This is an optimization exercise on Yosys and OpenROAD, whose aim is small area and a short achievable clock period, not a production implementation. Function was not checked in any run shown here: the RTL went through the layout flow alone. Power and IR drop assume default switching activity.

**flow/run.sh**
```bash
#!/bin/bash
# The standard layout (standard.sh) with these changes:
#  - Yosys's synth runs with -noabc, so the generic gates reach extract_fa as the RTL wrote
#    them and every full adder is found in its plain polarity (no inverters around it);
#  - half-adder cells are kept out of synthesis (the platform's don't-use list plus ha_*),
#    so extract_fa maps only full adders and abc maps the rest;
#  - port buffers are buf_1 cells (the smallest buffer) instead of the default pick.
# Each tool's output is in orfs/logs/; make's own output goes to run_standard.log.
set -euo pipefail
DONT_USE="sky130_fd_sc_hd__probe_p_8 sky130_fd_sc_hd__probec_p_8 sky130_fd_sc_hd__lpflow_bleeder_1 sky130_fd_sc_hd__lpflow_clkbufkapwr_1 sky130_fd_sc_hd__lpflow_clkbufkapwr_16 sky130_fd_sc_hd__lpflow_clkbufkapwr_2 sky130_fd_sc_hd__lpflow_clkbufkapwr_4 sky130_fd_sc_hd__lpflow_clkbufkapwr_8 sky130_fd_sc_hd__lpflow_clkinvkapwr_1 sky130_fd_sc_hd__lpflow_clkinvkapwr_16 sky130_fd_sc_hd__lpflow_clkinvkapwr_2 sky130_fd_sc_hd__lpflow_clkinvkapwr_4 sky130_fd_sc_hd__lpflow_clkinvkapwr_8 sky130_fd_sc_hd__lpflow_decapkapwr_12 sky130_fd_sc_hd__lpflow_decapkapwr_3 sky130_fd_sc_hd__lpflow_decapkapwr_4 sky130_fd_sc_hd__lpflow_decapkapwr_6 sky130_fd_sc_hd__lpflow_decapkapwr_8 sky130_fd_sc_hd__lpflow_inputiso0n_1 sky130_fd_sc_hd__lpflow_inputiso0p_1 sky130_fd_sc_hd__lpflow_inputiso1n_1 sky130_fd_sc_hd__lpflow_inputiso1p_1 sky130_fd_sc_hd__lpflow_inputisolatch_1 sky130_fd_sc_hd__lpflow_isobufsrc_1 sky130_fd_sc_hd__lpflow_isobufsrc_16 sky130_fd_sc_hd__lpflow_isobufsrc_2 sky130_fd_sc_hd__lpflow_isobufsrc_4 sky130_fd_sc_hd__lpflow_isobufsrc_8 sky130_fd_sc_hd__lpflow_isobufsrckapwr_16 sky130_fd_sc_hd__lpflow_lsbuf_lh_hl_isowell_tap_1 sky130_fd_sc_hd__lpflow_lsbuf_lh_hl_isowell_tap_2 sky130_fd_sc_hd__lpflow_lsbuf_lh_hl_isowell_tap_4 sky130_fd_sc_hd__lpflow_lsbuf_lh_isowell_4 sky130_fd_sc_hd__lpflow_lsbuf_lh_isowell_tap_1 sky130_fd_sc_hd__lpflow_lsbuf_lh_isowell_tap_2 sky130_fd_sc_hd__lpflow_lsbuf_lh_isowell_tap_4 sky130_fd_sc_hd__ha_1 sky130_fd_sc_hd__ha_2 sky130_fd_sc_hd__ha_4"
bash standard.sh SYNTH_ARGS=-noabc DONT_USE_CELLS="$DONT_USE" BUFFER_PORTS_ARGS="-buffer_cell sky130_fd_sc_hd__buf_1" finish > run_standard.log 2>&1
```
**standard.sh**
```bash
#!/bin/bash
# synth_recipe.tcl (not shown) runs the flow's synth.tcl, then flattens the netlist and writes it again
# the make line also repeats each setting of config.mk as NAME=value (left out here)
make -C /OpenROAD-flow-scripts/flow DESIGN_CONFIG=/design/flow/config.mk WORK_HOME=/design/flow/orfs CLKGATE_MAP_FILE= SYNTH_SCRIPT=/design/flow/synth_recipe.tcl "${@:-finish}"
```
**config.mk**
```make
export PLATFORM = sky130hd
export DESIGN_NAME = adder100_reg
export DESIGN_NICKNAME = adder100_reg
export VERILOG_FILES = /design/flow/design.v
export SDC_FILE = /design/flow/constraint.sdc
export NUM_CORES = 4
export LEC_CHECK = 0
export CAP_MARGIN = 20
export CORE_MARGIN = 2
export CORE_UTILIZATION = 40
export CTS_CLUSTER_DIAMETER = 90
export CTS_CLUSTER_SIZE = 32
export SLEW_MARGIN = 20
export SYNTH_HIERARCHICAL = 1
```
**constraint.sdc**
```tcl
create_clock -name core_clock -period 40.0 [get_ports {clk}]
set_input_delay 8.0000 -clock core_clock [delete_from_list [all_inputs] [get_ports {clk}]]
set_output_delay 8.0000 -clock core_clock [all_outputs]
set_load 0.01 [all_outputs]
```
**design.v**
```verilog
`default_nettype none
module adder100_reg (
    input  wire        clk,
    input  wire [99:0] a,
    input  wire [99:0] b,
    input  wire        cin,
    output reg  [99:0] cout,
    output reg  [99:0] sum
);
    reg  [99:0] a_q;
    reg  [99:0] b_q;
    reg         cin_q;
    wire [99:0] cout_w;
    wire [99:0] sum_w;
    top_module u_add (
        .a(a_q), .b(b_q), .cin(cin_q),
        .cout(cout_w), .sum(sum_w)
    );
    always @(posedge clk) begin
        a_q   <= a;
        b_q   <= b;
        cin_q <= cin;
        cout  <= cout_w;
        sum   <= sum_w;
    end
endmodule
`default_nettype wire

`default_nettype none
module top_module(
    input [99:0] a, b,
    input cin,
    output [99:0] cout,
    output [99:0] sum );
    wire [99:0] c;           
    wire [10:0] bc;   
    assign bc[0] = cin;
    assign sum[0] = a[0] ^ b[0] ^ bc[0];
    assign c[0] = (a[0] & b[0]) | ((a[0] ^ b[0]) & bc[0]);
    assign sum[1] = a[1] ^ b[1] ^ c[0];
    assign c[1] = (a[1] & b[1]) | ((a[1] ^ b[1]) & c[0]);
    assign sum[2] = a[2] ^ b[2] ^ c[1];
    assign c[2] = (a[2] & b[2]) | ((a[2] ^ b[2]) & c[1]);
    assign sum[3] = a[3] ^ b[3] ^ c[2];
    assign c[3] = (a[3] & b[3]) | ((a[3] ^ b[3]) & c[2]);
    assign sum[4] = a[4] ^ b[4] ^ c[3];
    assign c[4] = (a[4] & b[4]) | ((a[4] ^ b[4]) & c[3]);
    assign sum[5] = a[5] ^ b[5] ^ c[4];
    assign c[5] = (a[5] & b[5]) | ((a[5] ^ b[5]) & c[4]);
    assign sum[6] = a[6] ^ b[6] ^ c[5];
    assign c[6] = (a[6] & b[6]) | ((a[6] ^ b[6]) & c[5]);
    assign sum[7] = a[7] ^ b[7] ^ c[6];
    assign c[7] = (a[7] & b[7]) | ((a[7] ^ b[7]) & c[6]);
    assign bc[1] = c[7];
    assign sum[8] = a[8] ^ b[8] ^ bc[1];
    assign c[8] = (a[8] & b[8]) | ((a[8] ^ b[8]) & bc[1]);
    assign sum[9] = a[9] ^ b[9] ^ c[8];
    assign c[9] = (a[9] & b[9]) | ((a[9] ^ b[9]) & c[8]);
    assign sum[10] = a[10] ^ b[10] ^ c[9];
    assign c[10] = (a[10] & b[10]) | ((a[10] ^ b[10]) & c[9]);
    assign sum[11] = a[11] ^ b[11] ^ c[10];
    assign c[11] = (a[11] & b[11]) | ((a[11] ^ b[11]) & c[10]);
    assign sum[12] = a[12] ^ b[12] ^ c[11];
    assign c[12] = (a[12] & b[12]) | ((a[12] ^ b[12]) & c[11]);
    assign sum[13] = a[13] ^ b[13] ^ c[12];
    assign c[13] = (a[13] & b[13]) | ((a[13] ^ b[13]) & c[12]);
    assign sum[14] = a[14] ^ b[14] ^ c[13];
    assign c[14] = (a[14] & b[14]) | ((a[14] ^ b[14]) & c[13]);
    assign sum[15] = a[15] ^ b[15] ^ c[14];
    assign c[15] = (a[15] & b[15]) | ((a[15] ^ b[15]) & c[14]);
    assign sum[16] = a[16] ^ b[16] ^ c[15];
    assign c[16] = (a[16] & b[16]) | ((a[16] ^ b[16]) & c[15]);
    assign sum[17] = a[17] ^ b[17] ^ c[16];
    assign c[17] = (a[17] & b[17]) | ((a[17] ^ b[17]) & c[16]);
    assign sum[18] = a[18] ^ b[18] ^ c[17];
    assign c[18] = (a[18] & b[18]) | ((a[18] ^ b[18]) & c[17]);
    assign sum[19] = a[19] ^ b[19] ^ c[18];
    wire g1, p1;
    block_gp12 u_gp1 (.a(a[19:8]), .b(b[19:8]), .g(g1), .p(p1));
    skip_gate u_skip1 (.g(g1), .p(p1), .ci(bc[1]), .co(bc[2]));
    assign c[19] = bc[2];
    assign sum[20] = a[20] ^ b[20] ^ bc[2];
    assign c[20] = (a[20] & b[20]) | ((a[20] ^ b[20]) & bc[2]);
    assign sum[21] = a[21] ^ b[21] ^ c[20];
    assign c[21] = (a[21] & b[21]) | ((a[21] ^ b[21]) & c[20]);
    assign sum[22] = a[22] ^ b[22] ^ c[21];
    assign c[22] = (a[22] & b[22]) | ((a[22] ^ b[22]) & c[21]);
    assign sum[23] = a[23] ^ b[23] ^ c[22];
    assign c[23] = (a[23] & b[23]) | ((a[23] ^ b[23]) & c[22]);
    assign sum[24] = a[24] ^ b[24] ^ c[23];
    assign c[24] = (a[24] & b[24]) | ((a[24] ^ b[24]) & c[23]);
    assign sum[25] = a[25] ^ b[25] ^ c[24];
    assign c[25] = (a[25] & b[25]) | ((a[25] ^ b[25]) & c[24]);
    assign sum[26] = a[26] ^ b[26] ^ c[25];
    assign c[26] = (a[26] & b[26]) | ((a[26] ^ b[26]) & c[25]);
    assign sum[27] = a[27] ^ b[27] ^ c[26];
    assign c[27] = (a[27] & b[27]) | ((a[27] ^ b[27]) & c[26]);
    assign sum[28] = a[28] ^ b[28] ^ c[27];
    assign c[28] = (a[28] & b[28]) | ((a[28] ^ b[28]) & c[27]);
    assign sum[29] = a[29] ^ b[29] ^ c[28];
    assign c[29] = (a[29] & b[29]) | ((a[29] ^ b[29]) & c[28]);
    assign sum[30] = a[30] ^ b[30] ^ c[29];
    assign c[30] = (a[30] & b[30]) | ((a[30] ^ b[30]) & c[29]);
    assign sum[31] = a[31] ^ b[31] ^ c[30];
    wire g2, p2;
    block_gp12 u_gp2 (.a(a[31:20]), .b(b[31:20]), .g(g2), .p(p2));
    skip_gate u_skip2 (.g(g2), .p(p2), .ci(bc[2]), .co(bc[3]));
    assign c[31] = bc[3];
    assign sum[32] = a[32] ^ b[32] ^ bc[3];
    assign c[32] = (a[32] & b[32]) | ((a[32] ^ b[32]) & bc[3]);
    assign sum[33] = a[33] ^ b[33] ^ c[32];
    assign c[33] = (a[33] & b[33]) | ((a[33] ^ b[33]) & c[32]);
    assign sum[34] = a[34] ^ b[34] ^ c[33];
    assign c[34] = (a[34] & b[34]) | ((a[34] ^ b[34]) & c[33]);
    assign sum[35] = a[35] ^ b[35] ^ c[34];
    assign c[35] = (a[35] & b[35]) | ((a[35] ^ b[35]) & c[34]);
    assign sum[36] = a[36] ^ b[36] ^ c[35];
    assign c[36] = (a[36] & b[36]) | ((a[36] ^ b[36]) & c[35]);
    assign sum[37] = a[37] ^ b[37] ^ c[36];
    assign c[37] = (a[37] & b[37]) | ((a[37] ^ b[37]) & c[36]);
    assign sum[38] = a[38] ^ b[38] ^ c[37];
    assign c[38] = (a[38] & b[38]) | ((a[38] ^ b[38]) & c[37]);
    assign sum[39] = a[39] ^ b[39] ^ c[38];
    assign c[39] = (a[39] & b[39]) | ((a[39] ^ b[39]) & c[38]);
    assign sum[40] = a[40] ^ b[40] ^ c[39];
    assign c[40] = (a[40] & b[40]) | ((a[40] ^ b[40]) & c[39]);
    assign sum[41] = a[41] ^ b[41] ^ c[40];
    assign c[41] = (a[41] & b[41]) | ((a[41] ^ b[41]) & c[40]);
    assign sum[42] = a[42] ^ b[42] ^ c[41];
    wire g3, p3;
    block_gp11 u_gp3 (.a(a[42:32]), .b(b[42:32]), .g(g3), .p(p3));
    skip_gate u_skip3 (.g(g3), .p(p3), .ci(bc[3]), .co(bc[4]));
    assign c[42] = bc[4];
    assign sum[43] = a[43] ^ b[43] ^ bc[4];
    assign c[43] = (a[43] & b[43]) | ((a[43] ^ b[43]) & bc[4]);
    assign sum[44] = a[44] ^ b[44] ^ c[43];
    assign c[44] = (a[44] & b[44]) | ((a[44] ^ b[44]) & c[43]);
    assign sum[45] = a[45] ^ b[45] ^ c[44];
    assign c[45] = (a[45] & b[45]) | ((a[45] ^ b[45]) & c[44]);
    assign sum[46] = a[46] ^ b[46] ^ c[45];
    assign c[46] = (a[46] & b[46]) | ((a[46] ^ b[46]) & c[45]);
    assign sum[47] = a[47] ^ b[47] ^ c[46];
    assign c[47] = (a[47] & b[47]) | ((a[47] ^ b[47]) & c[46]);
    assign sum[48] = a[48] ^ b[48] ^ c[47];
    assign c[48] = (a[48] & b[48]) | ((a[48] ^ b[48]) & c[47]);
    assign sum[49] = a[49] ^ b[49] ^ c[48];
    assign c[49] = (a[49] & b[49]) | ((a[49] ^ b[49]) & c[48]);
    assign sum[50] = a[50] ^ b[50] ^ c[49];
    assign c[50] = (a[50] & b[50]) | ((a[50] ^ b[50]) & c[49]);
    assign sum[51] = a[51] ^ b[51] ^ c[50];
    assign c[51] = (a[51] & b[51]) | ((a[51] ^ b[51]) & c[50]);
    assign sum[52] = a[52] ^ b[52] ^ c[51];
    assign c[52] = (a[52] & b[52]) | ((a[52] ^ b[52]) & c[51]);
    assign sum[53] = a[53] ^ b[53] ^ c[52];
    wire g4, p4;
    block_gp11 u_gp4 (.a(a[53:43]), .b(b[53:43]), .g(g4), .p(p4));
    skip_gate u_skip4 (.g(g4), .p(p4), .ci(bc[4]), .co(bc[5]));
    assign c[53] = bc[5];
    assign sum[54] = a[54] ^ b[54] ^ bc[5];
    assign c[54] = (a[54] & b[54]) | ((a[54] ^ b[54]) & bc[5]);
    assign sum[55] = a[55] ^ b[55] ^ c[54];
    assign c[55] = (a[55] & b[55]) | ((a[55] ^ b[55]) & c[54]);
    assign sum[56] = a[56] ^ b[56] ^ c[55];
    assign c[56] = (a[56] & b[56]) | ((a[56] ^ b[56]) & c[55]);
    assign sum[57] = a[57] ^ b[57] ^ c[56];
    assign c[57] = (a[57] & b[57]) | ((a[57] ^ b[57]) & c[56]);
    assign sum[58] = a[58] ^ b[58] ^ c[57];
    assign c[58] = (a[58] & b[58]) | ((a[58] ^ b[58]) & c[57]);
    assign sum[59] = a[59] ^ b[59] ^ c[58];
    assign c[59] = (a[59] & b[59]) | ((a[59] ^ b[59]) & c[58]);
    assign sum[60] = a[60] ^ b[60] ^ c[59];
    assign c[60] = (a[60] & b[60]) | ((a[60] ^ b[60]) & c[59]);
    assign sum[61] = a[61] ^ b[61] ^ c[60];
    assign c[61] = (a[61] & b[61]) | ((a[61] ^ b[61]) & c[60]);
    assign sum[62] = a[62] ^ b[62] ^ c[61];
    assign c[62] = (a[62] & b[62]) | ((a[62] ^ b[62]) & c[61]);
    assign sum[63] = a[63] ^ b[63] ^ c[62];
    wire g5, p5;
    block_gp10 u_gp5 (.a(a[63:54]), .b(b[63:54]), .g(g5), .p(p5));
    skip_gate u_skip5 (.g(g5), .p(p5), .ci(bc[5]), .co(bc[6]));
    assign c[63] = bc[6];
    assign sum[64] = a[64] ^ b[64] ^ bc[6];
    assign c[64] = (a[64] & b[64]) | ((a[64] ^ b[64]) & bc[6]);
    assign sum[65] = a[65] ^ b[65] ^ c[64];
    assign c[65] = (a[65] & b[65]) | ((a[65] ^ b[65]) & c[64]);
    assign sum[66] = a[66] ^ b[66] ^ c[65];
    assign c[66] = (a[66] & b[66]) | ((a[66] ^ b[66]) & c[65]);
    assign sum[67] = a[67] ^ b[67] ^ c[66];
    assign c[67] = (a[67] & b[67]) | ((a[67] ^ b[67]) & c[66]);
    assign sum[68] = a[68] ^ b[68] ^ c[67];
    assign c[68] = (a[68] & b[68]) | ((a[68] ^ b[68]) & c[67]);
    assign sum[69] = a[69] ^ b[69] ^ c[68];
    assign c[69] = (a[69] & b[69]) | ((a[69] ^ b[69]) & c[68]);
    assign sum[70] = a[70] ^ b[70] ^ c[69];
    assign c[70] = (a[70] & b[70]) | ((a[70] ^ b[70]) & c[69]);
    assign sum[71] = a[71] ^ b[71] ^ c[70];
    assign c[71] = (a[71] & b[71]) | ((a[71] ^ b[71]) & c[70]);
    assign sum[72] = a[72] ^ b[72] ^ c[71];
    assign c[72] = (a[72] & b[72]) | ((a[72] ^ b[72]) & c[71]);
    assign sum[73] = a[73] ^ b[73] ^ c[72];
    wire g6, p6;
    block_gp10 u_gp6 (.a(a[73:64]), .b(b[73:64]), .g(g6), .p(p6));
    skip_gate u_skip6 (.g(g6), .p(p6), .ci(bc[6]), .co(bc[7]));
    assign c[73] = bc[7];
    assign sum[74] = a[74] ^ b[74] ^ bc[7];
    assign c[74] = (a[74] & b[74]) | ((a[74] ^ b[74]) & bc[7]);
    assign sum[75] = a[75] ^ b[75] ^ c[74];
    assign c[75] = (a[75] & b[75]) | ((a[75] ^ b[75]) & c[74]);
    assign sum[76] = a[76] ^ b[76] ^ c[75];
    assign c[76] = (a[76] & b[76]) | ((a[76] ^ b[76]) & c[75]);
    assign sum[77] = a[77] ^ b[77] ^ c[76];
    assign c[77] = (a[77] & b[77]) | ((a[77] ^ b[77]) & c[76]);
    assign sum[78] = a[78] ^ b[78] ^ c[77];
    assign c[78] = (a[78] & b[78]) | ((a[78] ^ b[78]) & c[77]);
    assign sum[79] = a[79] ^ b[79] ^ c[78];
    assign c[79] = (a[79] & b[79]) | ((a[79] ^ b[79]) & c[78]);
    assign sum[80] = a[80] ^ b[80] ^ c[79];
    assign c[80] = (a[80] & b[80]) | ((a[80] ^ b[80]) & c[79]);
    assign sum[81] = a[81] ^ b[81] ^ c[80];
    assign c[81] = (a[81] & b[81]) | ((a[81] ^ b[81]) & c[80]);
    assign sum[82] = a[82] ^ b[82] ^ c[81];
    wire g7, p7;
    block_gp9 u_gp7 (.a(a[82:74]), .b(b[82:74]), .g(g7), .p(p7));
    skip_gate u_skip7 (.g(g7), .p(p7), .ci(bc[7]), .co(bc[8]));
    assign c[82] = bc[8];
    assign sum[83] = a[83] ^ b[83] ^ bc[8];
    assign c[83] = (a[83] & b[83]) | ((a[83] ^ b[83]) & bc[8]);
    assign sum[84] = a[84] ^ b[84] ^ c[83];
    assign c[84] = (a[84] & b[84]) | ((a[84] ^ b[84]) & c[83]);
    assign sum[85] = a[85] ^ b[85] ^ c[84];
    assign c[85] = (a[85] & b[85]) | ((a[85] ^ b[85]) & c[84]);
    assign sum[86] = a[86] ^ b[86] ^ c[85];
    assign c[86] = (a[86] & b[86]) | ((a[86] ^ b[86]) & c[85]);
    assign sum[87] = a[87] ^ b[87] ^ c[86];
    assign c[87] = (a[87] & b[87]) | ((a[87] ^ b[87]) & c[86]);
    assign sum[88] = a[88] ^ b[88] ^ c[87];
    assign c[88] = (a[88] & b[88]) | ((a[88] ^ b[88]) & c[87]);
    assign sum[89] = a[89] ^ b[89] ^ c[88];
    assign c[89] = (a[89] & b[89]) | ((a[89] ^ b[89]) & c[88]);
    assign sum[90] = a[90] ^ b[90] ^ c[89];
    assign c[90] = (a[90] & b[90]) | ((a[90] ^ b[90]) & c[89]);
    assign sum[91] = a[91] ^ b[91] ^ c[90];
    wire g8, p8;
    block_gp9 u_gp8 (.a(a[91:83]), .b(b[91:83]), .g(g8), .p(p8));
    skip_gate u_skip8 (.g(g8), .p(p8), .ci(bc[8]), .co(bc[9]));
    assign c[91] = bc[9];
    assign sum[92] = a[92] ^ b[92] ^ bc[9];
    assign c[92] = (a[92] & b[92]) | ((a[92] ^ b[92]) & bc[9]);
    assign sum[93] = a[93] ^ b[93] ^ c[92];
    assign c[93] = (a[93] & b[93]) | ((a[93] ^ b[93]) & c[92]);
    assign sum[94] = a[94] ^ b[94] ^ c[93];
    assign c[94] = (a[94] & b[94]) | ((a[94] ^ b[94]) & c[93]);
    assign sum[95] = a[95] ^ b[95] ^ c[94];
    assign c[95] = (a[95] & b[95]) | ((a[95] ^ b[95]) & c[94]);
    assign sum[96] = a[96] ^ b[96] ^ c[95];
    assign c[96] = (a[96] & b[96]) | ((a[96] ^ b[96]) & c[95]);
    assign sum[97] = a[97] ^ b[97] ^ c[96];
    assign c[97] = (a[97] & b[97]) | ((a[97] ^ b[97]) & c[96]);
    assign sum[98] = a[98] ^ b[98] ^ c[97];
    assign c[98] = (a[98] & b[98]) | ((a[98] ^ b[98]) & c[97]);
    assign sum[99] = a[99] ^ b[99] ^ c[98];
    assign c[99] = (a[99] & b[99]) | ((a[99] ^ b[99]) & c[98]);
    assign cout = c;
endmodule
module skip_gate(input g, p, ci, output co);
    assign co = g | (p & ci);
endmodule
module block_gp9(input [8:0] a, b, output g, p);
    wire [8:0] gg;   
    assign gg[0] = a[0] & b[0];
    genvar i;
    generate for (i = 1; i < 9; i = i + 1) begin : chain
        assign gg[i] = (a[i] & b[i]) | ((a[i] | b[i]) & gg[i-1]);
    end endgenerate
    assign g = gg[8];
    assign p = &(a | b);
endmodule
module block_gp10(input [9:0] a, b, output g, p);
    wire [9:0] gg;   
    assign gg[0] = a[0] & b[0];
    genvar i;
    generate for (i = 1; i < 10; i = i + 1) begin : chain
        assign gg[i] = (a[i] & b[i]) | ((a[i] | b[i]) & gg[i-1]);
    end endgenerate
    assign g = gg[9];
    assign p = &(a | b);
endmodule
module block_gp11(input [10:0] a, b, output g, p);
    wire [10:0] gg;   
    assign gg[0] = a[0] & b[0];
    genvar i;
    generate for (i = 1; i < 11; i = i + 1) begin : chain
        assign gg[i] = (a[i] & b[i]) | ((a[i] | b[i]) & gg[i-1]);
    end endgenerate
    assign g = gg[10];
    assign p = &(a | b);
endmodule
module block_gp12(input [11:0] a, b, output g, p);
    wire [11:0] gg;   
    assign gg[0] = a[0] & b[0];
    genvar i;
    generate for (i = 1; i < 12; i = i + 1) begin : chain
        assign gg[i] = (a[i] & b[i]) | ((a[i] | b[i]) & gg[i-1]);
    end endgenerate
    assign g = gg[11];
    assign p = &(a | b);
endmodule
```
==> impl_metrics.yaml, run 1 <==
status:
  status: "timing/DRC/antenna clean"
drt:
  detailroute.via_count: 6664
  wire_per_inst_um: 16.9
  drt_pass1_iterations: 4
  post_drt_via_cell_ratio: 4.46
  first_iter_violations: 326
  final_antenna_net_count: 0
  final_routed_wirelength_across_all_metal_layers_mm: 25.3
  route.detailed.drc: 0
floorplanning:
  die-area_sq_um: 29700
  chipHeight_um: 172
  start_util_pct: 40.7
  placement_rows: 61
  floorplan.die.width_um: 172
  floorplan.io_pins: 402
  placeableCoreArea_sq_um: 27900
sta:
  drv_slew: 0
  timing.final.crit_period_ps: 9160
  final_min_period_over_clock_period_pct: 22.9
  grt_setup_unrepaired: "false"
  fin_skew_ps: 25.3
  worstMarginPinSlew_ps: 395
  hold_viol_final: 0
  timing.fmax_mhz: 109
  setup_viol: 0
  relSlewSlack_pct: 73.5
  fin_tns_setup_ps: 0
synthesis:
  synth_top_flop_cell: "sky130_fd_sc_hd__dfxtp_1"
  seq_area_frac_synth_pct: 70.9
  syn_warnings: 7
  synthArstFlopShare_pct: 0
  post_synth.cell_area_avg_sq_um: 16.3
  syn_nets: 989
  netlist-cell-type-count: 30
  synth-edff-count: 0
  synthesis.instances: 695
  synth.cell_area_sq_um: 11300
  synth-seq-cells: 401
worst_setup_path:
  arrival_ps: 9560
  setup.worst_path.class: "reg2reg"
  startpoint_of_the_worst_register_to_register_path: "a_q[0]"
  r2r.worst_path.cells: 24
  cp-endpoint: "sum[99]"
  rrSetupSlack_ps: 30840
  cp_data_required_time_ps: 40400
  worstSetupEndpointType: "flip-flop"
  crit_path_max_fanout: 3
  timing.rr.end: "sum[99]"
  crit_path_start_kind: "flip-flop"
  setup.worst_path.start: "a_q[0]"
clock_tree:
  clock_insertion_delay_worst_skew_ps: 520
  cts_made_buffers: 16
  postCtsResizedCells: 0
  htree_depth: 1
  clock-root-buffer: "sky130_fd_sc_hd__clkbuf_16"
  post_cts.repair.setup_buffers: 0
  clk_pin_slew_ps: 110
  cts_max_path_buffers: 3
  numClockSinks: 401
  cts_hold_buf: 0
  cts_tree: "yes"
grt:
  antenna_found_initial: 1
  grt_first_pass_wirelength_mm: 37.3
  maximum_number_of_pins_on_one_net_before_global_route_repair: 33
  grt_overflow: 0
  global_route_usage_over_all_layers_pct: 16.4
  first_global_vias: 7037
hold_path:
  hold_path.class: "reg2reg"
run:
  maxCapViolCount: 0
power:
  power_per_cell_area_nw_per_um2: 54.6
  leakage_nw: 5.31
  peakVddDrop_uv: 37.9
place:
  instance_count_after_placement_with_tap_cells_included: 1474
  routabilityCongestion: 0.839
  buffer_ports.inserted: 401
  place_hpwl_mm: 20.8
cells_and_area:
  layout.filler_cells: 2513
  synthToLayoutAreaGrowth_pct: 21.4
  instances_no_fill: 1494
  mostFrequentLayoutCells: "sky130_fd_sc_hd__dfxtp_1 (401), sky130_fd_sc_hd__buf_1 (401), sky130_fd_sc_hd__fa_1 (92)"
  multi_input_logic_area_sq_um: 3290
  layout-drive-gt1-share_pct: 3.41
  layout.nets: 1408
  sequential_cell_area_in_the_final_layout_sq_um: 8030
## synthesized netlist by cell type, drive strengths merged, types with 4 or more instances
master | number | area share (%)
a31oi | 6 | 0.33
xor3 | 8 | 1.7
nand3 | 4 | 0.18
a21o | 8 | 0.53
fa | 92 | 16
nand2 | 18 | 0.60
o22a | 4 | 0.31
o211ai | 6 | 0.40
o21ai | 18 | 0.80
a22oi | 20 | 1.3
nor2 | 26 | 0.86
o2111ai | 6 | 0.46
a21oi | 10 | 0.44
nor3 | 14 | 0.88
o31ai | 4 | 0.27
a222oi | 4 | 0.35
dfxtp | 401 | 71
o22ai | 28 | 1.9
## kinds of logic after synthesis
| group | Yosys count | synth area share [%] |
|---|---|---|
| AO/OA/AOI/OAI | 120 | 7.60 |
| XOR/XNOR | 8 | 1.68 |
| adder cells (fa/ha/maj) | 92 | 16.3 |
| buffers and inverters | 2 | 0.0663 |
| flip-flops | 401 | 70.9 |
| AND/OR/NAND/NOR | 72 | 3.51 |
## layout make-up
cell class                 instances  share of cell area, %
multi-input combinational        292                   23.9
clock inverter                     1                  0.118
sequential                       401                   58.4
antenna                            1                 0.0182
timing repair buffer             401                   10.9
clock buffer                      18                   3.12
inverter                           2                 0.0546
tap                              378                   3.44
## critical path, cell delays in order, from the launching register on
cell	delay, ps
sky130_fd_sc_hd__dfxtp_1	340
sky130_fd_sc_hd__fa_1	460
sky130_fd_sc_hd__fa_1	430
sky130_fd_sc_hd__fa_1	430
sky130_fd_sc_hd__fa_1	420
sky130_fd_sc_hd__fa_1	430
sky130_fd_sc_hd__fa_1	420
sky130_fd_sc_hd__fa_1	420
sky130_fd_sc_hd__fa_1	440
sky130_fd_sc_hd__a21o_1	240
sky130_fd_sc_hd__a21o_1	260
sky130_fd_sc_hd__a21o_1	250
sky130_fd_sc_hd__a21o_1	230
sky130_fd_sc_hd__a21o_1	230
sky130_fd_sc_hd__a21o_1	230
sky130_fd_sc_hd__a21o_1	240
sky130_fd_sc_hd__a21o_1	220
sky130_fd_sc_hd__fa_1	400
sky130_fd_sc_hd__fa_1	410
sky130_fd_sc_hd__fa_1	410
sky130_fd_sc_hd__fa_1	420
sky130_fd_sc_hd__fa_1	410
sky130_fd_sc_hd__fa_1	410
sky130_fd_sc_hd__fa_1	410
sky130_fd_sc_hd__fa_1	440
## how the worst min path moves through the flow
| stage | depth (start not counted) | to | slack [ps] | startpoint |
|---|---|---|---|---|
| detailed placement | 1 | sum[7] | 500 | b_q[7] |
| global route | 1 | sum[6] | 550 | b_q[6] |
| global placement | 1 | sum[96] | 490 | b_q[96] |
| CTS | 1 | sum[7] | 530 | b_q[7] |
| floorplan | 1 | sum[0] | 470 | cin_q |
| finish | 1 | sum[6] | 530 | b_q[6] |
## per-stage QoR
stage	area (sq um)	util, %	power [mW]	hold WS, ps	setup WS, ps
floorplan	11300	-	0.517	472	31530
global placement	13300	47.8	0.567	492	31000
finish	13800	49.4	0.751	526	30840
CTS	13700	49.4	0.761	530	30750
detailed placement	13300	47.8	0.569	503	30770
global route	13800	49.4	0.789	551	30410
## modules after synthesis (local to each module, per instance)
| module | cells | times used | cell area, sq um | flip-flops and latches |
|---|---|---|---|---|
| adder100_reg | 401 | 1 | 8030 | 401 |
| block_gp11 | 30 | 2 | 168 | 0 |
| top_module | 100 | 1 | 2030 | 0 |
| block_gp9 | 15 | 2 | 101 | 0 |
| block_gp12 | 26 | 2 | 169 | 0 |
| skip_gate | 1 | 8 | 7.51 | 0 |
| block_gp10 | 22 | 2 | 165 | 0 |
## report_power, final
group / internal [mW] / switching (mW) / total, mW
logic: 0.0373 / 0.0555 / 0.0928
registers: 0.444 / 0.0216 / 0.465
clock network: 0.0785 / 0.115 / 0.193
total: 0.559 / 0.192 / 0.751
## sequential cells by signal, indices dropped and copies added, names as in the netlist
| signal | count |
|---|---|
| cout | 100 |
| cin_q | 1 |
| b_q | 100 |
| sum | 100 |
| a_q | 100 |
## metal layers
metal	global-route usage [%]	part of all wire, %	wire [um]	up-vias
li1	-	-	-	3200
met1	19.3	39	9900	3176
met2	28.9	50	12600	255
met3	4.97	8.3	2110	33
met4	5.08	2.7	695	0
met5	0	0	0	-
==> inputs of run 2 (changes only) <==
--- a/design.v
+++ b/design.v
@@ -34,5 +34,5 @@
     output [99:0] sum );
     wire [99:0] c;           
-    wire [10:0] bc;   
+    wire [11:0] bc;   
     assign bc[0] = cin;
     assign sum[0] = a[0] ^ b[0] ^ bc[0];
@@ -74,12 +74,13 @@
     assign c[17] = (a[17] & b[17]) | ((a[17] ^ b[17]) & c[16]);
     assign sum[18] = a[18] ^ b[18] ^ c[17];
-    assign c[18] = (a[18] & b[18]) | ((a[18] ^ b[18]) & c[17]);
-    assign sum[19] = a[19] ^ b[19] ^ c[18];
-    wire g1, p1;
-    block_gp12 u_gp1 (.a(a[19:8]), .b(b[19:8]), .g(g1), .p(p1));
-    skip_gate u_skip1 (.g(g1), .p(p1), .ci(bc[1]), .co(bc[2]));
-    assign c[19] = bc[2];
-    assign sum[20] = a[20] ^ b[20] ^ bc[2];
-    assign c[20] = (a[20] & b[20]) | ((a[20] ^ b[20]) & bc[2]);
+    wire g1, p1, nbc2;
+    block_gp11 u_gp1 (.a(a[18:8]), .b(b[18:8]), .g(g1), .p(p1));
+    skip_aoi u_skip1 (.g(g1), .p(p1), .ci(bc[1]), .co_n(nbc2));
+    assign bc[2] = ~nbc2;
+    assign c[18] = bc[2];
+    assign sum[19] = a[19] ^ b[19] ^ bc[2];
+    assign c[19] = (a[19] & b[19]) | ((a[19] ^ b[19]) & bc[2]);
+    assign sum[20] = a[20] ^ b[20] ^ c[19];
+    assign c[20] = (a[20] & b[20]) | ((a[20] ^ b[20]) & c[19]);
     assign sum[21] = a[21] ^ b[21] ^ c[20];
     assign c[21] = (a[21] & b[21]) | ((a[21] ^ b[21]) & c[20]);
@@ -99,14 +100,14 @@
     assign c[28] = (a[28] & b[28]) | ((a[28] ^ b[28]) & c[27]);
     assign sum[29] = a[29] ^ b[29] ^ c[28];
-    assign c[29] = (a[29] & b[29]) | ((a[29] ^ b[29]) & c[28]);
-    assign sum[30] = a[30] ^ b[30] ^ c[29];
-    assign c[30] = (a[30] & b[30]) | ((a[30] ^ b[30]) & c[29]);
+    wire g_n2, p_n2;
+    block_gp11_n u_gp2 (.a(a[29:19]), .b(b[29:19]), .g_n(g_n2), .p_n(p_n2));
+    skip_oai u_skip2 (.g_n(g_n2), .p_n(p_n2), .ci_n(nbc2), .co(bc[3]));
+    assign c[29] = bc[3];
+    assign sum[30] = a[30] ^ b[30] ^ bc[3];
+    assign c[30] = (a[30] & b[30]) | ((a[30] ^ b[30]) & bc[3]);
     assign sum[31] = a[31] ^ b[31] ^ c[30];
-    wire g2, p2;
-    block_gp12 u_gp2 (.a(a[31:20]), .b(b[31:20]), .g(g2), .p(p2));
-    skip_gate u_skip2 (.g(g2), .p(p2), .ci(bc[2]), .co(bc[3]));
-    assign c[31] = bc[3];
-    assign sum[32] = a[32] ^ b[32] ^ bc[3];
-    assign c[32] = (a[32] & b[32]) | ((a[32] ^ b[32]) & bc[3]);
+    assign c[31] = (a[31] & b[31]) | ((a[31] ^ b[31]) & c[30]);
+    assign sum[32] = a[32] ^ b[32] ^ c[31];
+    assign c[32] = (a[32] & b[32]) | ((a[32] ^ b[32]) & c[31]);
     assign sum[33] = a[33] ^ b[33] ^ c[32];
     assign c[33] = (a[33] & b[33]) | ((a[33] ^ b[33]) & c[32]);
@@ -124,14 +125,15 @@
     assign c[39] = (a[39] & b[39]) | ((a[39] ^ b[39]) & c[38]);
     assign sum[40] = a[40] ^ b[40] ^ c[39];
-    assign c[40] = (a[40] & b[40]) | ((a[40] ^ b[40]) & c[39]);
-    assign sum[41] = a[41] ^ b[41] ^ c[40];
-    assign c[41] = (a[41] & b[41]) | ((a[41] ^ b[41]) & c[40]);
+    wire g3, p3, nbc4;
+    block_gp11 u_gp3 (.a(a[40:30]), .b(b[40:30]), .g(g3), .p(p3));
+    skip_aoi u_skip3 (.g(g3), .p(p3), .ci(bc[3]), .co_n(nbc4));
+    assign bc[4] = ~nbc4;
+    assign c[40] = bc[4];
+    assign sum[41] = a[41] ^ b[41] ^ bc[4];
+    assign c[41] = (a[41] & b[41]) | ((a[41] ^ b[41]) & bc[4]);
     assign sum[42] = a[42] ^ b[42] ^ c[41];
-    wire g3, p3;
-    block_gp11 u_gp3 (.a(a[42:32]), .b(b[42:32]), .g(g3), .p(p3));
-    skip_gate u_skip3 (.g(g3), .p(p3), .ci(bc[3]), .co(bc[4]));
-    assign c[42] = bc[4];
-    assign sum[43] = a[43] ^ b[43] ^ bc[4];
-    assign c[43] = (a[43] & b[43]) | ((a[43] ^ b[43]) & bc[4]);
+    assign c[42] = (a[42] & b[42]) | ((a[42] ^ b[42]) & c[41]);
+    assign sum[43] = a[43] ^ b[43] ^ c[42];
+    assign c[43] = (a[43] & b[43]) | ((a[43] ^ b[43]) & c[42]);
     assign sum[44] = a[44] ^ b[44] ^ c[43];
     assign c[44] = (a[44] & b[44]) | ((a[44] ^ b[44]) & c[43]);
@@ -147,16 +149,16 @@
     assign c[49] = (a[49] & b[49]) | ((a[49] ^ b[49]) & c[48]);
     assign sum[50] = a[50] ^ b[50] ^ c[49];
-    assign c[50] = (a[50] & b[50]) | ((a[50] ^ b[50]) & c[49]);
-    assign sum[51] = a[51] ^ b[51] ^ c[50];
-    assign c[51] = (a[51] & b[51]) | ((a[51] ^ b[51]) & c[50]);
+    wire g_n4, p_n4;
+    block_gp10_n u_gp4 (.a(a[50:41]), .b(b[50:41]), .g_n(g_n4), .p_n(p_n4));
+    skip_oai u_skip4 (.g_n(g_n4), .p_n(p_n4), .ci_n(nbc4), .co(bc[5]));
+    assign c[50] = bc[5];
+    assign sum[51] = a[51] ^ b[51] ^ bc[5];
+    assign c[51] = (a[51] & b[51]) | ((a[51] ^ b[51]) & bc[5]);
     assign sum[52] = a[52] ^ b[52] ^ c[51];
     assign c[52] = (a[52] & b[52]) | ((a[52] ^ b[52]) & c[51]);
     assign sum[53] = a[53] ^ b[53] ^ c[52];
-    wire g4, p4;
-    block_gp11 u_gp4 (.a(a[53:43]), .b(b[53:43]), .g(g4), .p(p4));
-    skip_gate u_skip4 (.g(g4), .p(p4), .ci(bc[4]), .co(bc[5]));
-    assign c[53] = bc[5];
-    assign sum[54] = a[54] ^ b[54] ^ bc[5];
-    assign c[54] = (a[54] & b[54]) | ((a[54] ^ b[54]) & bc[5]);
+    assign c[53] = (a[53] & b[53]) | ((a[53] ^ b[53]) & c[52]);
+    assign sum[54] = a[54] ^ b[54] ^ c[53];
+    assign c[54] = (a[54] & b[54]) | ((a[54] ^ b[54]) & c[53]);
     assign sum[55] = a[55] ^ b[55] ^ c[54];
     assign c[55] = (a[55] & b[55]) | ((a[55] ^ b[55]) & c[54]);
@@ -170,16 +172,17 @@
     assign c[59] = (a[59] & b[59]) | ((a[59] ^ b[59]) & c[58]);
     assign sum[60] = a[60] ^ b[60] ^ c[59];
-    assign c[60] = (a[60] & b[60]) | ((a[60] ^ b[60]) & c[59]);
-    assign sum[61] = a[61] ^ b[61] ^ c[60];
-    assign c[61] = (a[61] & b[61]) | ((a[61] ^ b[61]) & c[60]);
+    wire g5, p5, nbc6;
+    block_gp10 u_gp5 (.a(a[60:51]), .b(b[60:51]), .g(g5), .p(p5));
+    skip_aoi u_skip5 (.g(g5), .p(p5), .ci(bc[5]), .co_n(nbc6));
+    assign bc[6] = ~nbc6;
+    assign c[60] = bc[6];
+    assign sum[61] = a[61] ^ b[61] ^ bc[6];
+    assign c[61] = (a[61] & b[61]) | ((a[61] ^ b[61]) & bc[6]);
     assign sum[62] = a[62] ^ b[62] ^ c[61];
     assign c[62] = (a[62] & b[62]) | ((a[62] ^ b[62]) & c[61]);
     assign sum[63] = a[63] ^ b[63] ^ c[62];
-    wire g5, p5;
-    block_gp10 u_gp5 (.a(a[63:54]), .b(b[63:54]), .g(g5), .p(p5));
-    skip_gate u_skip5 (.g(g5), .p(p5), .ci(bc[5]), .co(bc[6]));
-    assign c[63] = bc[6];
-    assign sum[64] = a[64] ^ b[64] ^ bc[6];
-    assign c[64] = (a[64] & b[64]) | ((a[64] ^ b[64]) & bc[6]);
+    assign c[63] = (a[63] & b[63]) | ((a[63] ^ b[63]) & c[62]);
+    assign sum[64] = a[64] ^ b[64] ^ c[63];
+    assign c[64] = (a[64] & b[64]) | ((a[64] ^ b[64]) & c[63]);
     assign sum[65] = a[65] ^ b[65] ^ c[64];
     assign c[65] = (a[65] & b[65]) | ((a[65] ^ b[65]) & c[64]);
@@ -191,7 +194,10 @@
     assign c[68] = (a[68] & b[68]) | ((a[68] ^ b[68]) & c[67]);
     assign sum[69] = a[69] ^ b[69] ^ c[68];
-    assign c[69] = (a[69] & b[69]) | ((a[69] ^ b[69]) & c[68]);
-    assign sum[70] = a[70] ^ b[70] ^ c[69];
-    assign c[70] = (a[70] & b[70]) | ((a[70] ^ b[70]) & c[69]);
+    wire g_n6, p_n6;
+    block_gp9_n u_gp6 (.a(a[69:61]), .b(b[69:61]), .g_n(g_n6), .p_n(p_n6));
+    skip_oai u_skip6 (.g_n(g_n6), .p_n(p_n6), .ci_n(nbc6), .co(bc[7]));
+    assign c[69] = bc[7];
+    assign sum[70] = a[70] ^ b[70] ^ bc[7];
+    assign c[70] = (a[70] & b[70]) | ((a[70] ^ b[70]) & bc[7]);
     assign sum[71] = a[71] ^ b[71] ^ c[70];
     assign c[71] = (a[71] & b[71]) | ((a[71] ^ b[71]) & c[70]);
@@ -199,10 +205,7 @@
     assign c[72] = (a[72] & b[72]) | ((a[72] ^ b[72]) & c[71]);
     assign sum[73] = a[73] ^ b[73] ^ c[72];
-    wire g6, p6;
-    block_gp10 u_gp6 (.a(a[73:64]), .b(b[73:64]), .g(g6), .p(p6));
-    skip_gate u_skip6 (.g(g6), .p(p6), .ci(bc[6]), .co(bc[7]));
-    assign c[73] = bc[7];
-    assign sum[74] = a[74] ^ b[74] ^ bc[7];
-    assign c[74] = (a[74] & b[74]) | ((a[74] ^ b[74]) & bc[7]);
+    assign c[73] = (a[73] & b[73]) | ((a[73] ^ b[73]) & c[72]);
+    assign sum[74] = a[74] ^ b[74] ^ c[73];
+    assign c[74] = (a[74] & b[74]) | ((a[74] ^ b[74]) & c[73]);
     assign sum[75] = a[75] ^ b[75] ^ c[74];
     assign c[75] = (a[75] & b[75]) | ((a[75] ^ b[75]) & c[74]);
@@ -212,7 +215,11 @@
     assign c[77] = (a[77] & b[77]) | ((a[77] ^ b[77]) & c[76]);
     assign sum[78] = a[78] ^ b[78] ^ c[77];
-    assign c[78] = (a[78] & b[78]) | ((a[78] ^ b[78]) & c[77]);
-    assign sum[79] = a[79] ^ b[79] ^ c[78];
-    assign c[79] = (a[79] & b[79]) | ((a[79] ^ b[79]) & c[78]);
+    wire g7, p7, nbc8;
+    block_gp9 u_gp7 (.a(a[78:70]), .b(b[78:70]), .g(g7), .p(p7));
+    skip_aoi u_skip7 (.g(g7), .p(p7), .ci(bc[7]), .co_n(nbc8));
+    assign bc[8] = ~nbc8;
+    assign c[78] = bc[8];
+    assign sum[79] = a[79] ^ b[79] ^ bc[8];
+    assign c[79] = (a[79] & b[79]) | ((a[79] ^ b[79]) & bc[8]);
     assign sum[80] = a[80] ^ b[80] ^ c[79];
     assign c[80] = (a[80] & b[80]) | ((a[80] ^ b[80]) & c[79]);
@@ -220,10 +227,7 @@
     assign c[81] = (a[81] & b[81]) | ((a[81] ^ b[81]) & c[80]);
     assign sum[82] = a[82] ^ b[82] ^ c[81];
-    wire g7, p7;
-    block_gp9 u_gp7 (.a(a[82:74]), .b(b[82:74]), .g(g7), .p(p7));
-    skip_gate u_skip7 (.g(g7), .p(p7), .ci(bc[7]), .co(bc[8]));
-    assign c[82] = bc[8];
-    assign sum[83] = a[83] ^ b[83] ^ bc[8];
-    assign c[83] = (a[83] & b[83]) | ((a[83] ^ b[83]) & bc[8]);
+    assign c[82] = (a[82] & b[82]) | ((a[82] ^ b[82]) & c[81]);
+    assign sum[83] = a[83] ^ b[83] ^ c[82];
+    assign c[83] = (a[83] & b[83]) | ((a[83] ^ b[83]) & c[82]);
     assign sum[84] = a[84] ^ b[84] ^ c[83];
     assign c[84] = (a[84] & b[84]) | ((a[84] ^ b[84]) & c[83]);
@@ -231,7 +235,10 @@
     assign c[85] = (a[85] & b[85]) | ((a[85] ^ b[85]) & c[84]);
     assign sum[86] = a[86] ^ b[86] ^ c[85];
-    assign c[86] = (a[86] & b[86]) | ((a[86] ^ b[86]) & c[85]);
-    assign sum[87] = a[87] ^ b[87] ^ c[86];
-    assign c[87] = (a[87] & b[87]) | ((a[87] ^ b[87]) & c[86]);
+    wire g_n8, p_n8;
+    block_gp8_n u_gp8 (.a(a[86:79]), .b(b[86:79]), .g_n(g_n8), .p_n(p_n8));
+    skip_oai u_skip8 (.g_n(g_n8), .p_n(p_n8), .ci_n(nbc8), .co(bc[9]));
+    assign c[86] = bc[9];
+    assign sum[87] = a[87] ^ b[87] ^ bc[9];
+    assign c[87] = (a[87] & b[87]) | ((a[87] ^ b[87]) & bc[9]);
     assign sum[88] = a[88] ^ b[88] ^ c[87];
     assign c[88] = (a[88] & b[88]) | ((a[88] ^ b[88]) & c[87]);
@@ -241,10 +248,11 @@
     assign c[90] = (a[90] & b[90]) | ((a[90] ^ b[90]) & c[89]);
     assign sum[91] = a[91] ^ b[91] ^ c[90];
-    wire g8, p8;
-    block_gp9 u_gp8 (.a(a[91:83]), .b(b[91:83]), .g(g8), .p(p8));
-    skip_gate u_skip8 (.g(g8), .p(p8), .ci(bc[8]), .co(bc[9]));
-    assign c[91] = bc[9];
-    assign sum[92] = a[92] ^ b[92] ^ bc[9];
-    assign c[92] = (a[92] & b[92]) | ((a[92] ^ b[92]) & bc[9]);
+    wire g9, p9, nbc10;
+    block_gp5 u_gp9 (.a(a[91:87]), .b(b[91:87]), .g(g9), .p(p9));
+    skip_aoi u_skip9 (.g(g9), .p(p9), .ci(bc[9]), .co_n(nbc10));
+    assign bc[10] = ~nbc10;
+    assign c[91] = bc[10];
+    assign sum[92] = a[92] ^ b[92] ^ bc[10];
+    assign c[92] = (a[92] & b[92]) | ((a[92] ^ b[92]) & bc[10]);
     assign sum[93] = a[93] ^ b[93] ^ c[92];
     assign c[93] = (a[93] & b[93]) | ((a[93] ^ b[93]) & c[92]);
@@ -263,6 +271,19 @@
     assign cout = c;
 endmodule
-module skip_gate(input g, p, ci, output co);
-    assign co = g | (p & ci);
+module skip_aoi(input g, p, ci, output co_n);
+    assign co_n = ~(g | (p & ci));
+endmodule
+module skip_oai(input g_n, p_n, ci_n, output co);
+    assign co = ~(g_n & (p_n | ci_n));
+endmodule
+module block_gp5(input [4:0] a, b, output g, p);
+    wire [4:0] gg;   
+    assign gg[0] = a[0] & b[0];
+    genvar i;
+    generate for (i = 1; i < 5; i = i + 1) begin : chain
+        assign gg[i] = (a[i] & b[i]) | ((a[i] | b[i]) & gg[i-1]);
+    end endgenerate
+    assign g = gg[4];
+    assign p = &(a | b);
 endmodule
 module block_gp9(input [8:0] a, b, output g, p);
@@ -296,12 +317,42 @@
     assign p = &(a | b);
 endmodule
-module block_gp12(input [11:0] a, b, output g, p);
-    wire [11:0] gg;   
+module block_gp8_n(input [7:0] a, b, output g_n, p_n);
+    wire [7:0] gg;   
     assign gg[0] = a[0] & b[0];
     genvar i;
-    generate for (i = 1; i < 12; i = i + 1) begin : chain
+    generate for (i = 1; i < 8; i = i + 1) begin : chain
         assign gg[i] = (a[i] & b[i]) | ((a[i] | b[i]) & gg[i-1]);
     end endgenerate
-    assign g = gg[11];
-    assign p = &(a | b);
+    assign g_n = ~gg[7];
+    assign p_n = ~&(a | b);
+endmodule
+module block_gp9_n(input [8:0] a, b, output g_n, p_n);
+    wire [8:0] gg;   
+    assign gg[0] = a[0] & b[0];
+    genvar i;
+    generate for (i = 1; i < 9; i = i + 1) begin : chain
+        assign gg[i] = (a[i] & b[i]) | ((a[i] | b[i]) & gg[i-1]);
+    end endgenerate
+    assign g_n = ~gg[8];
+    assign p_n = ~&(a | b);
+endmodule
+module block_gp10_n(input [9:0] a, b, output g_n, p_n);
+    wire [9:0] gg;   
+    assign gg[0] = a[0] & b[0];
+    genvar i;
+    generate for (i = 1; i < 10; i = i + 1) begin : chain
+        assign gg[i] = (a[i] & b[i]) | ((a[i] | b[i]) & gg[i-1]);
+    end endgenerate
+    assign g_n = ~gg[9];
+    assign p_n = ~&(a | b);
+endmodule
+module block_gp11_n(input [10:0] a, b, output g_n, p_n);
+    wire [10:0] gg;   
+    assign gg[0] = a[0] & b[0];
+    genvar i;
+    generate for (i = 1; i < 11; i = i + 1) begin : chain
+        assign gg[i] = (a[i] & b[i]) | ((a[i] | b[i]) & gg[i-1]);
+    end endgenerate
+    assign g_n = ~gg[10];
+    assign p_n = ~&(a | b);
 endmodule
==> run 2 against run 1 <==
Compared with the run above: still clean; sequential power about the same; register-to-register slack better by 130 ps; area after synthesis is 0.25% lower; die area fell by 0.25%; combinational power decreased by 0.8%; flip-flop and latch count did not move; cell area fell by 0.18%; first-iteration DRC count shrank 22%; fmax increased by 0.94%; clock power about the same.
==> impl_metrics.yaml, run 2 <==
floorplanning:
  chipHeight_um: 172
  placement_rows: 61
  start_util_pct: 40.7
  die-area_sq_um: 29600
  floorplan.io_pins: 402
  placeableCoreArea_sq_um: 27800
  floorplan.die.width_um: 172
sta:
  worstMarginPinSlew_ps: 430
  final_min_period_over_clock_period_pct: 22.7
  timing.fmax_mhz: 110
  hold_viol_final: 0
  relSlewSlack_pct: 71.1
  timing.final.crit_period_ps: 9080
  grt_setup_unrepaired: "false"
  fin_tns_setup_ps: 0
  drv_slew: 0
  setup_viol: 0
  fin_skew_ps: 19.2
clock_tree:
  cts_max_path_buffers: 3
  cts_hold_buf: 0
  numClockSinks: 401
  cts_made_buffers: 16
  post_cts.repair.setup_buffers: 0
  clock_insertion_delay_worst_skew_ps: 520
  htree_depth: 1
  cts_tree: "yes"
  clk_pin_slew_ps: 110
  clock-root-buffer: "sky130_fd_sc_hd__clkbuf_16"
  postCtsResizedCells: 0
synthesis:
  syn_nets: 994
  netlist-cell-type-count: 38
  synthesis.instances: 701
  synth.largest_area_cell: "sky130_fd_sc_hd__dfxtp_1"
  most_repeated_cell_in_the_gate_level_netlist_after_synthesis: "sky130_fd_sc_hd__dfxtp_1"
  synth-edff-count: 0
  synthArstFlopShare_pct: 0
  synth_top_flop_cell: "sky130_fd_sc_hd__dfxtp_1"
  yosys-top-cells-area: "sky130_fd_sc_hd__dfxtp_1 (71%), sky130_fd_sc_hd__fa_1 (16%), sky130_fd_sc_hd__xor3_1 (1.9%)"
  synth.cell_area_sq_um: 11300
  synth-seq-cells: 401
  syn_warnings: 7
  seq_area_frac_synth_pct: 71.1
  yosysTopAreaCellShare_pct: 71.1
  post_synth.cell_area_avg_sq_um: 16.1
  top_cell_types_by_occurrence_after_synthesis: "sky130_fd_sc_hd__dfxtp_1 (401), sky130_fd_sc_hd__fa_1 (91), sky130_fd_sc_hd__o22ai_1 (29), sky130_fd_sc_hd__nor2_1 (27), sky130_fd_sc_hd__a22oi_1 (23)"
grt:
  maximum_number_of_pins_on_one_net_before_global_route_repair: 33
  grt_first_pass_wirelength_mm: 35.7
  grt_overflow: 0
  first_global_vias: 6891
  global_route_usage_over_all_layers_pct: 15.7
  antenna_found_initial: 1
drt:
  detailroute.via_count: 6639
  met1_length_mm: 9.19
  route.detailed.drc: 0
  wl_met3_mm: 2.21
  post_drt_via_cell_ratio: 4.42
  routed.top_layer: "met4"
  final_antenna_net_count: 0
  wire_per_inst_um: 16.1
  first_iter_violations: 255
  routed-wl-met2_mm: 12.2
  final_routed_wirelength_across_all_metal_layers_mm: 24.2
  drt_pass1_iterations: 6
worst_setup_path:
  crit_path_max_fanout: 1
  worst_path_largest_cell_delay_ps: 330
  timing.critical_path.slowest_stage_cell: "sky130_fd_sc_hd__dfxtp_1"
  worst_path_dominant_cell_family: "flip-flops"
  critical_path_buf_inv_count: 1
  setup.worst_path.class: "reg2out"
  worstSetupEndpointType: "output pin"
  cp_data_required_time_ps: 32000
  arrival_ps: 1080
  worstPathCellList: "buf_1"
  crit_path_start_kind: "flip-flop"
cells_and_area:
  layout.nets: 1413
  synthToLayoutAreaGrowth_pct: 21.5
  layout-drive-gt1-share_pct: 3.30
  mostFrequentLayoutCells: "sky130_fd_sc_hd__dfxtp_1 (401), sky130_fd_sc_hd__buf_1 (401), sky130_fd_sc_hd__fa_1 (91)"
  instances_no_fill: 1501
power:
  power_per_cell_area_nw_per_um2: 54.5
  peakVddDrop_uv: 33.2
  total_power_mw: 0.749
  leakage_nw: 5.28
place:
  instance_count_after_placement_with_tap_cells_included: 1480
  routabilityCongestion: 0.797
  place_hpwl_mm: 19.9
  buffer_ports.inserted: 401
run:
  maxCapViolCount: 0
status:
  status: "timing/DRC/antenna clean"
hold_path:
  hold_path.class: "reg2reg"
run 2: logic make-up after synthesis:
family	count (synthesis)	synth area share, %
compound gates	123	7.53
xor+xnor	9	1.89
fa+ha+maj	92	16.2
buf+inv	5	0.166
flops	401	71.1
simple gates	71	3.12
run 2: cell type report:
type	instances	area (sq um)
Antenna cell	2	5.00
Inverter	5	18.8
Clock inverter	2	21.3
Clock buffer	17	425
Fill cell	2552	14100
Sequential cell	401	8030
Tap cell	378	473
Timing Repair Buffer	401	1510
Multi-Input combinational cell	295	3250
run 2: final timing paths:
| check | to | start | slack (ps) | cells after the start |
|---|---|---|---|---|
| worst min-delay path | sum[0] | cin_q | 510 | 1 |
| worst max-delay path | cout[50] | cout[50] | 30920 | 1 |
| worst max register to register | sum[99] | a_q[0] | 30970 | 26 |
| worst min register to register | sum[0] | cin_q | 510 | 1 |
run 2: modules after synthesis, one instance, submodules excluded, a selection:
module        cell area (sq um)  cells inside  times used
skip_oai                   5.00             1           4
adder100_reg               8030           401           1
block_gp5                  62.6            10           1
block_gp10_n                144            25           1
skip_aoi                   8.76             1           5
block_gp9_n                 100            16           1
top_module                 2050           105           1
block_gp10                  165            22           1
block_gp8_n                 104            17           1
block_gp11_n                139            21           1
run 2: stage by stage:
| step | hold slack, ps | utilization, % | setup WS [ps] | cell area [sq um] |
|---|---|---|---|---|
| 3_3_place_gp | 491 | 47.8 | 31130 | 13300 |
| 6_report | 513 | 49.4 | 30920 | 13700 |
| 3_5_place_dp | 499 | 47.8 | 30870 | 13300 |
| 4_1_cts | 521 | 49.4 | 30850 | 13700 |
| 5_1_grt | 547 | 49.4 | 30510 | 13700 |
| 2_1_floorplan | 472 | - | 31670 | 11300 |
run 2: where the power goes:
| group | leakage [nW] | internal (mW) | switching [mW] |
|---|---|---|---|
| clock | 0.220 | 0.0780 | 0.114 |
| sequential | 3.38 | 0.444 | 0.0211 |
| combinational | 1.68 | 0.0374 | 0.0546 |
run 2: layer usage:
layer / global-route usage, % / vias to the layer above
li1: - / 3217
met4: 4.71 / 0
met1: 17.7 / 3134
met3: 4.99 / 32
met5: 0 / -
met2: 28.2 / 256

## static timing again, ports no longer ideal
The results above use ideal ports. As a check the final layouts listed here were re-extracted and re-timed, cells and wires unchanged. Step 1 (the two cells are an assumption about what drives the block):
set clk [get_ports {clk}]
set_driving_cell -lib_cell sky130_fd_sc_hd__clkbuf_16 $clk
set_driving_cell -lib_cell sky130_fd_sc_hd__buf_2 [delete_from_list [all_inputs] $clk]
Step 2, shift: input delay + t, output delay - t, t = (earliest + latest rising clock arrival at the registers) / 2. This alone moves slack from input paths to output paths. a / b / c = ideal ports / drivers / drivers and shift; a / b = the first two.
run	shift t [ns]	setup slack, ns	worst setup path at the end	pins driven straight from the clock port
run 1	0.555	30.837 / 30.837 / 30.837	register to register	1
run 2	0.551	30.923 / 30.878 / 30.971	register to register	1
After both steps setup and hold are still met in every run listed.
